Background: an optimization exercise with open tools, aiming at small area, a short achievable clock period and few clock cycles per item. Do not read the settings as production practice.
At most, simulation tests tie the RTL to the original design; equivalence was not proved.

==> job 425 <==
==> flow/design.v (excerpt) <==
module fpu (
    input wire clk,
    input wire rst,
    input wire [31:0] fpscr,
    input wire in_valid,
    input wire [15:0] in_raw,
    input wire [3:0] in_fop,
    input wire [31:0] in_frl,
    input wire [31:0] in_frh,
    input wire [31:0] in_fr0,
    output reg out_valid,
    output reg out_t,
    output reg out_t_wen,
    output reg [31:0] out_fpul,
    output reg out_fpul_wen,
    output reg out_wen,
    output reg [3:0] out_wdst,
    output reg out_wbank,
    output reg [31:0] out_wdata
);
    wire arith = in_valid && ((in_fop == 4'd0) || (in_fop == 4'd5) ||
                              (in_fop == 4'd6) || (in_fop == 4'd8));
    wire sel_fmac_a = in_fop[0];                  
    wire sel_fmac_c = in_fop[2] & !in_fop[1];     
    wire sel_fmul = in_fop[1];
    wire sel_mul = in_fop[2];                     
    wire sel_mul_e = in_fop[0] | in_fop[1];       
    wire sel_sub = in_fop[3];
    wire cmp_eq, cmp_gt;
    fpu_fcmp fcmp (.a(in_frh), .b(in_frl), .eq(cmp_eq), .gt(cmp_gt));
    always @(*) begin
        out_t_wen = in_valid && ((in_fop == 4'd1) || (in_fop == 4'd2));
        out_t = in_fop[0] ? cmp_eq : cmp_gt;
        out_fpul_wen = 1'b0;
        out_fpul = 32'b0;
        out_wen = 1'b1;
    end
    wire [31:0] wa = sel_fmac_a ? in_fr0 : in_frh;
    wire [31:0] wc = sel_fmac_c ? in_frh : in_frl;
    wire [7:0] a_e = wa[30:23];
    wire [7:0] b_e = sel_mul_e ? in_frl[30:23] : 8'd127;
    wire [22:0] b_f = sel_mul ? in_frl[22:0] : 23'd0;
    wire a_fz = (wa[22:0] == 23'd0);
    wire b_fz = (b_f == 23'd0);
    wire a_z = (a_e == 8'd0) && a_fz;
    wire a_i = (a_e == 8'hff) && a_fz;
    wire a_n = (a_e == 8'hff) && !a_fz;
    wire b_z = (b_e == 8'd0) && b_fz;
    wire b_i = (b_e == 8'hff) && b_fz;
    wire b_n = (b_e == 8'hff) && !b_fz;
    wire [25:0] p_hi;
    wire p_st;
    fpu_mul mul (.a({1'b1, wa[22:0]}), .b({1'b1, b_f}), .hi(p_hi), .sticky(p_st));
    wire p_n = a_n || b_n || ((a_i || b_i) && (a_z || b_z));
    wire p_i = !p_n && (a_i || b_i);
    wire p_z = !p_n && (a_z || b_z);
    wire p_s = wa[31] ^ (sel_mul_e & in_frl[31]);
    wire [9:0] p_e = {2'b0, a_e} + {2'b0, b_e} - 10'd254;
    wire c_s = sel_fmul ? p_s : (wc[31] ^ sel_sub);
    wire [7:0] c_e = sel_fmul ? 8'd0 : wc[30:23];
  ...
==> module fpu_fcmp, before the edit <==
module fpu_fcmp (
    input wire [31:0] a,
    input wire [31:0] b,
    output wire eq,
    output wire gt
);
    wire sa = a[31];
    wire sb = b[31];
    wire [7:0] ea = a[30:23];
    wire [7:0] eb = b[30:23];
    wire [22:0] fa = a[22:0];
    wire [22:0] fb = b[22:0];
    wire fa_zero = (fa == 23'd0);
    wire fb_zero = (fb == 23'd0);
    wire az = (ea == 8'd0) && fa_zero;
    wire bz = (eb == 8'd0) && fb_zero;
    wire ai = (ea == 8'hff) && fa_zero;
    wire bi = (eb == 8'hff) && fb_zero;
    wire ha = ea[7] | (ea[6:0] == 7'h7f);
    wire hb = eb[7] | (eb[6:0] == 7'h7f);
    wire e_gt, f_gt;
    fpu_gt #(.W(8)) cmp_e (.a(ea), .b(eb), .gt(e_gt));
    fpu_gt #(.W(23)) cmp_f (.a(fa), .b(fb), .gt(f_gt));
    wire e_lt = e_gt;
    wire f_lt = f_gt;
    wire e_eq = (ea == eb);
    wire f_eq = (fa == fb);
    wire exp_gt = (ha != hb) ? hb : e_lt;
    wire exp_frac_gt = exp_gt && f_lt;
    wire same = e_eq && f_eq;
    assign eq = (az && bz) || ((sa == sb) && same);
    assign gt = (az && bz) ? 1'b0 :
                az ? sb :
                bz ? !sa :
                (sa != sb) ? sb :
                (ai && bi) ? 1'b0 :
                ai ? !sa :
                bi ? sb :
                same ? 1'b0 :
                (exp_frac_gt ^ sb);
endmodule
==> module fpu_gt, before the edit <==
module fpu_gt #(
    parameter W = 8
) (
    input wire [W-1:0] a,
    input wire [W-1:0] b,
    output wire gt
);
    localparam L = $clog2(W);
    genvar l, i;
    generate
        for (l = 0; l <= L; l = l + 1) begin : lv
            for (i = 0; i < (W >> l) + ((W % (1 << l)) != 0); i = i + 1) begin : nd
                wire g;
                wire p;
                if (l == 0) begin : leaf
                    assign g = a[i] & !b[i];
                    assign p = a[i] | !b[i];
                end else if (2 * i + 1 < (W >> (l - 1)) + ((W % (1 << (l - 1))) != 0)) begin : cmb
                    assign g = lv[l-1].nd[2*i+1].g | (lv[l-1].nd[2*i+1].p & lv[l-1].nd[2*i].g);
                    assign p = lv[l-1].nd[2*i+1].p & lv[l-1].nd[2*i].p;
                end else begin : pas
                    assign g = lv[l-1].nd[2*i].g;
                    assign p = lv[l-1].nd[2*i].p;
                end
            end
        end
    endgenerate
    assign gt = lv[L].nd[0].g;
endmodule
==> flow/config.mk <==
export PLATFORM = sky130hd
export DESIGN_NAME = fpu
export DESIGN_NICKNAME = fpu
export VERILOG_FILES = /design/flow/design.v
export SDC_FILE = /design/flow/constraint.sdc
export NUM_CORES = 4
export LEC_CHECK = 0
export ABC_AREA = 1
export CAP_MARGIN = 20
export CORE_MARGIN = 2
export CORE_UTILIZATION = 40
export PLACE_DENSITY = 0.6
export SLEW_MARGIN = 20
==> flow/constraint.sdc <==
create_clock -name core_clock -period 25.0 [get_ports {clk}]
set_input_delay 5.0000 -clock core_clock [delete_from_list [all_inputs] [get_ports {clk}]]
set_output_delay 5.0000 -clock core_clock [all_outputs]
set_load 0.01 [all_outputs]
standard.sh (not shown) runs the stock make flow with config.mk's settings and CLKGATE_MAP_FILE= SYNTH_SCRIPT=/design/flow/synth_recipe.tcl, a recipe that flattens the netlist after the stock synthesis.
==> flow/flow/run.sh <==
#!/bin/bash
set -euo pipefail
bash standard.sh SETUP_SLACK_MARGIN=12 finish > standard_flow.log 2>&1
==> inputs of job 1070, as changes to job 425 <==
--- a/flow/design.v
+++ b/flow/design.v
@@ -3801,13 +3801,9 @@
     wire bi = (eb == 8'hff) && fb_zero;
     wire ha = ea[7] | (ea[6:0] == 7'h7f);
     wire hb = eb[7] | (eb[6:0] == 7'h7f);
-    wire e_gt, f_gt;
-    fpu_gt #(.W(8)) cmp_e (.a(ea), .b(eb), .gt(e_gt));
-    fpu_gt #(.W(23)) cmp_f (.a(fa), .b(fb), .gt(f_gt));
-    wire e_lt = e_gt;
-    wire f_lt = f_gt;
-    wire e_eq = (ea == eb);
-    wire f_eq = (fa == fb);
+    wire e_lt, e_eq, f_lt, f_eq;
+    fpu_lt #(.W(8)) cmp_e (.a(eb), .b(ea), .lt(e_lt), .eq(e_eq));     
+    fpu_lt #(.W(23)) cmp_f (.a(fb), .b(fa), .lt(f_lt), .eq(f_eq));    
     wire exp_gt = (ha != hb) ? hb : e_lt;
     wire exp_frac_gt = exp_gt && f_lt;
     wire same = e_eq && f_eq;
@@ -3822,35 +3818,6 @@
                 same ? 1'b0 :
                 (exp_frac_gt ^ sb);
 endmodule
-module fpu_gt #(
-    parameter W = 8
-) (
-    input wire [W-1:0] a,
-    input wire [W-1:0] b,
-    output wire gt
-);
-    localparam L = $clog2(W);
-    genvar l, i;
-    generate
-        for (l = 0; l <= L; l = l + 1) begin : lv
-            for (i = 0; i < (W >> l) + ((W % (1 << l)) != 0); i = i + 1) begin : nd
-                wire g;
-                wire p;
-                if (l == 0) begin : leaf
-                    assign g = a[i] & !b[i];
-                    assign p = a[i] | !b[i];
-                end else if (2 * i + 1 < (W >> (l - 1)) + ((W % (1 << (l - 1))) != 0)) begin : cmb
-                    assign g = lv[l-1].nd[2*i+1].g | (lv[l-1].nd[2*i+1].p & lv[l-1].nd[2*i].g);
-                    assign p = lv[l-1].nd[2*i+1].p & lv[l-1].nd[2*i].p;
-                end else begin : pas
-                    assign g = lv[l-1].nd[2*i].g;
-                    assign p = lv[l-1].nd[2*i].p;
-                end
-            end
-        end
-    endgenerate
-    assign gt = lv[L].nd[0].g;
-endmodule
 `timescale 1ns / 1ps
 `default_nettype none
 module fpu_padd #(
==> inputs of job 2056, as changes to job 425 <==
--- a/flow/design.v
+++ b/flow/design.v
@@ -3801,13 +3801,9 @@
     wire bi = (eb == 8'hff) && fb_zero;
     wire ha = ea[7] | (ea[6:0] == 7'h7f);
     wire hb = eb[7] | (eb[6:0] == 7'h7f);
-    wire e_gt, f_gt;
-    fpu_gt #(.W(8)) cmp_e (.a(ea), .b(eb), .gt(e_gt));
-    fpu_gt #(.W(23)) cmp_f (.a(fa), .b(fb), .gt(f_gt));
-    wire e_lt = e_gt;
-    wire f_lt = f_gt;
-    wire e_eq = (ea == eb);
-    wire f_eq = (fa == fb);
+    wire e_lt, e_eq, f_lt, f_eq;
+    fpu_lt #(.W(8)) cmp_e (.a(eb), .b(ea), .lt(e_lt), .eq(e_eq));     
+    fpu_lt #(.W(23)) cmp_f (.a(fb), .b(fa), .lt(f_lt), .eq(f_eq));    
     wire exp_gt = (ha != hb) ? hb : e_lt;
     wire exp_frac_gt = exp_gt && f_lt;
     wire same = e_eq && f_eq;
@@ -3822,35 +3818,6 @@
                 same ? 1'b0 :
                 (exp_frac_gt ^ sb);
 endmodule
-module fpu_gt #(
-    parameter W = 8
-) (
-    input wire [W-1:0] a,
-    input wire [W-1:0] b,
-    output wire gt
-);
-    localparam L = $clog2(W);
-    genvar l, i;
-    generate
-        for (l = 0; l <= L; l = l + 1) begin : lv
-            for (i = 0; i < (W >> l) + ((W % (1 << l)) != 0); i = i + 1) begin : nd
-                wire g;
-                wire p;
-                if (l == 0) begin : leaf
-                    assign g = a[i] & !b[i];
-                    assign p = a[i] | !b[i];
-                end else if (2 * i + 1 < (W >> (l - 1)) + ((W % (1 << (l - 1))) != 0)) begin : cmb
-                    assign g = lv[l-1].nd[2*i+1].g | (lv[l-1].nd[2*i+1].p & lv[l-1].nd[2*i].g);
-                    assign p = lv[l-1].nd[2*i+1].p & lv[l-1].nd[2*i].p;
-                end else begin : pas
-                    assign g = lv[l-1].nd[2*i].g;
-                    assign p = lv[l-1].nd[2*i].p;
-                end
-            end
-        end
-    endgenerate
-    assign gt = lv[L].nd[0].g;
-endmodule
 `timescale 1ns / 1ps
 `default_nettype none
 module fpu_padd #(
Settings changed: CORE_UTILIZATION 40 to 55, PLACE_DENSITY 0.6 to 0.7.
==> notes <==
Of job 425 and job 1070, job 425 has the higher cell count (gap about 3%, measured against job 1070).
Against job 425, the first-iteration DRC count of job 2056 is higher by about 2.8%.
Sequential share of layout area, highest first: job 1070, job 2056, job 425.
Sequential cell count is the same in job 1070 and job 425.
In job 425 the core utilization is higher than in job 1070, by 0.35 points.
The lowest setup slack belongs to job 2056, the highest to job 1070.
Against job 2056, the via count of job 1070 is smaller by 3.4%.
==> figures <==
| metric | job 2056 | job 1070 | job 425 |
|---|---|---|---|
| Run status | complete, no violations | complete, no violations | complete, no violations |
| Setup repair after global routing missed its margin | true | true | false |
| Clock transition at the registers of the reported paths | 0.07 ns | 0.07 ns | 0.06 ns |
| Fraction of cell area in non-clock buffers | 9.87% | 8.58% | 9.39% |
| Worst setup timing slack at the placement stage | 9.50 ns | 8.94 ns | 8.26 ns |
| Hold slack | 5.10 ns | 5.09 ns | 5.10 ns |
| Period utilisation layout | 51.7% | 51.4% | 51.7% |
| Routability-driven placement congestion ratio | 1.02 | 0.993 | 0.993 |
| Synth Area in Simple Gates | 25.0% | 25.0% | 24.4% |
| Non-filler instance count after layout | 5483 | 5704 | 5872 |
| Post-synthesis cell count | 4476 | 4476 | 4583 |
| Placed instance area | 33400 um2 | 33800 um2 | 34300 um2 |
| Fraction of area in registers | 4.96% | 5.01% | 4.90% |
| Met3 routed wirelength | 16.6 mm | 12.5 mm | 12.9 mm |
| Post-DR vias/cell | 5.77 | 5.36 | 5.38 |
| Clock tree buffer count of the final layout | 9 | 9 | 12 |
Testbench counts of job 1070, summed over its fixed seeds: cycles 2,056, ops 2,048.
Testbench counts of job 2056, summed over its fixed seeds: cycles 2,056, ops 2,048.
Function not checked in job 425: the RTL went through the layout flow alone.

-- what the ideal ports hide --
The flow's constraints put no driver on any port. The routed layouts listed below were extracted and timed again, unchanged, in two steps. Step 1 (the two cells are an assumption about what drives the block):
set clk [get_ports {clk}]
set_driving_cell -lib_cell sky130_fd_sc_hd__clkbuf_16 $clk
set_driving_cell -lib_cell sky130_fd_sc_hd__buf_2 [delete_from_list [all_inputs] $clk]
Step 2 adds t to the input delays and takes it off the output delays; t is the mean of the earliest and latest rising clock arrival at the registers after step 1. Input paths then give back, and output paths get back, about the clock's delay inside the block. a / b / c = ideal ports / drivers / drivers and shift; a / b = the first two.
run | t (ns) | slack for setup (ns) | worst setup path after step 2
job 425 | 0.371 | 12.071 / 12.048 / 11.866 | input to register
job 1070 | 0.387 | 12.146 / 12.113 / 11.914 | input to register
job 2056 | 0.379 | 12.065 / 12.083 / 11.704 | input to register
After both steps every run listed still meets setup and hold. For job 2056, which loses most, drivers alone change the setup slack by +0.018 ns; drivers and shift together by -0.361 ns.
